Background: an optimization exercise with open tools, aiming at small area. Do not read the settings as production practice.
Function was checked by simulation only, so behaviour that the tests miss may differ from the original.
Power is estimated from default activity; no workload was simulated.

## the baseline
==> flow/design.v <==
`timescale 1ns/10ps
module RF_AOI222 (out_o, a_i, b_i);
    output  logic           out_o;
    input   logic [2 : 0]   a_i;
    input   logic [2 : 0]   b_i;
    assign out_o = ~|(a_i & b_i);
endmodule
module RF_NAND2 (out_o, in_i);
    output  logic           out_o;
    input   logic [1 : 0]   in_i;
    assign out_o = ~&in_i;
endmodule
module RF_NAND3 (out_o, in_i);
    output  logic           out_o;
    input   logic [2 : 0]   in_i;
    assign out_o = ~&in_i;
endmodule
module RF_NAND4 (out_o, in_i);
    output  logic           out_o;
    input   logic [3 : 0]   in_i;
    assign out_o = ~&in_i;
endmodule
module RF_OR3 (out_o, in_i);
    output  logic           out_o;
    input   logic [2 : 0]   in_i;
    assign out_o = |in_i;
endmodule
module RF_NEXT (out_o, load_i, hold_i, d_i, q_i);
    output  logic   out_o;
    input   logic   load_i;
    input   logic   hold_i;
    input   logic   d_i;
    input   logic   q_i;
    assign out_o = (load_i & d_i) | (hold_i & q_i);
endmodule
module RF_READ_BIT (out_o, sel_i, bits_i);
    output  logic           out_o;
    input   logic [30 : 0]  sel_i;
    input   logic [30 : 0]  bits_i;
    logic [10 : 0]          grp_n;
    logic [2 : 0]           part;
    genvar g;
    generate
        for (g = 0; g < 10; g++) begin : g_aoi
            RF_AOI222 aoi (.out_o(grp_n[g]), .a_i(sel_i[3*g +: 3]), .b_i(bits_i[3*g +: 3]));
        end
    endgenerate
    RF_NAND2 n30 (.out_o(grp_n[10]), .in_i({sel_i[30], bits_i[30]}));
    RF_NAND4 p0  (.out_o(part[0]), .in_i(grp_n[3 : 0]));
    RF_NAND4 p1  (.out_o(part[1]), .in_i(grp_n[7 : 4]));
    RF_NAND3 p2  (.out_o(part[2]), .in_i(grp_n[10 : 8]));
    RF_OR3   o1  (.out_o(out_o), .in_i(part));
endmodule
module RegisterFile (RD1_o, RD2_o, RR1_i, RR2_i, WR_i, WD_i, RegWrite_i, reset_i, clk_i);
    parameter   REGISTER_LENGTH     = 64;
    parameter   REGISTER_WIDTH      = 32;
    parameter   REGISTER_SEL        = $clog2(REGISTER_WIDTH);
    output  logic [REGISTER_LENGTH - 1 : 0]                     RD1_o;
    output  logic [REGISTER_LENGTH - 1 : 0]                     RD2_o;
    input   logic [REGISTER_SEL - 1 : 0]                        RR1_i;
    input   logic [REGISTER_SEL - 1 : 0]                        RR2_i;
    input   logic [REGISTER_SEL - 1 : 0]                        WR_i;
    input   logic [REGISTER_LENGTH - 1 : 0]                     WD_i;
    input   logic                                               RegWrite_i;
    input   logic                                               reset_i;
    input   logic                                               clk_i;
    logic [REGISTER_WIDTH - 2 : 0] [REGISTER_LENGTH - 1 : 0]    regFile;
    logic [REGISTER_WIDTH - 2 : 0] [REGISTER_LENGTH - 1 : 0]    regNext;
    logic [REGISTER_WIDTH - 2 : 0]                              load, hold;
    logic [REGISTER_WIDTH - 2 : 0]                              rsel1, rsel2;
    logic [REGISTER_LENGTH - 1 : 0]                             wdata;
    assign wdata = WD_i;
    genvar i, b;
    generate
        for (i = 0; i < REGISTER_WIDTH - 1; i++) begin : g_reg
            assign load[i]  = ~reset_i & RegWrite_i & (WR_i == i);
            assign hold[i]  = ~reset_i & ~(RegWrite_i & (WR_i == i));
            assign rsel1[i] = (RR1_i == i);
            assign rsel2[i] = (RR2_i == i);
            for (b = 0; b < REGISTER_LENGTH; b++) begin : g_next
                RF_NEXT nx (.out_o(regNext[i][b]), .load_i(load[i]), .hold_i(hold[i]),
                            .d_i(wdata[b]), .q_i(regFile[i][b]));
            end
            always_ff @(posedge clk_i)
                regFile[i] <= regNext[i];
        end
        for (b = 0; b < REGISTER_LENGTH; b++) begin : g_bit
            logic [REGISTER_WIDTH - 2 : 0] column;
            for (i = 0; i < REGISTER_WIDTH - 1; i++) begin : g_col
                assign column[i] = regFile[i][b];
            end
            RF_READ_BIT r1 (.out_o(RD1_o[b]), .sel_i(rsel1), .bits_i(column));
            RF_READ_BIT r2 (.out_o(RD2_o[b]), .sel_i(rsel2), .bits_i(column));
        end
    endgenerate
endmodule
Settings: LEC_CHECK=0, CAP_MARGIN=20, CORE_MARGIN=2, CORE_UTILIZATION=55, CTS_BUF_LIST=sky130_fd_sc_hd__clkbuf_8, CTS_CLUSTER_DIAMETER=100, CTS_CLUSTER_SIZE=16, SLEW_MARGIN=20, SYNTH_HIERARCHICAL=1; clock period 8.0 ns.
standard.sh (not shown) runs the stock make flow with config.mk's settings and CLKGATE_MAP_FILE= SYNTH_SCRIPT=/design/flow/synth_recipe.tcl, a recipe that flattens the netlist after the stock synthesis.
==> flow/flow/run.sh <==
#!/bin/bash
# The standard layout (the standard.sh: ORFS synthesis to finish, unchanged synthesis),
# with one change: the buffers that ORFS puts on every input and output port are the
# smallest buffer, sky130_fd_sc_hd__buf_1, instead of the cell buffer_ports picks itself.
set -euo pipefail
export BUFFER_PORTS_ARGS="-buffer_cell sky130_fd_sc_hd__buf_1"
bash standard.sh finish > standard_flow.log 2>&1
[inputs] the candidate vs the baseline
diff --git a/flow/config.mk b/flow/config.mk
--- a/flow/config.mk
+++ b/flow/config.mk
@@ -9,6 +9,6 @@
 export CORE_MARGIN = 2
-export CORE_UTILIZATION = 55
+export CORE_UTILIZATION = 40
 export CTS_BUF_LIST = sky130_fd_sc_hd__clkbuf_8
 export CTS_CLUSTER_DIAMETER = 100
-export CTS_CLUSTER_SIZE = 16
+export CTS_CLUSTER_SIZE = 14
 export SLEW_MARGIN = 20
--- outcome ---
Between the candidate and the baseline, the difference in power consumed by combinational cells is negligible. On final design area excluding fillers, the candidate does worse than the baseline. The candidate: clock share of power 1.3 points above the baseline. Sort the candidate and the baseline by via count desc -> top: the baseline. The candidate has more setup slack than the baseline. The total area of multi-input combinational cells of the baseline and that of the candidate are within noise of each other. Comparing the baseline against the candidate, there is no change at all in synthesized flop and latch total. On logic gate share of total power, the higher figure sits with the baseline, not the candidate. Maximum frequency improves in the candidate relative to the baseline. For the total routing resource utilization after global routing, the candidate came in 15 points lower than the baseline did.

## what the ideal ports hide
The results above use ideal ports. As a check the final layouts listed here were re-extracted and re-timed, cells and wires unchanged. Step 1: set_driving_cell puts a clkbuf_16 on clk_i and a buf_2 on each other input, an assumption about the parent block. Step 2 times the ports against the registers' clock, not the clock port: input delays grow and output delays shrink by t, the midpoint of the rising clock arrivals with the driver on. Slacks: ideal / step 1 / step 2; pairs: ideal / step 1.
| run | t (ns) | setup WS [ns] | slew at the worst register clock pin (ns) | worst slew at a driven data input, ns |
|---|---|---|---|---|
| the baseline | 1.014 | 1.085 / 1.021 / 1.021 | 0.12 / 0.12 | 0.17 |
| the candidate | 1.087 | 1.243 / 1.090 / 1.090 | 0.11 / 0.11 | 0.21 |
After both steps setup and hold are still met in every run listed. For the candidate, which loses most, drivers alone change the setup slack by -0.153 ns; drivers and shift together by -0.153 ns.
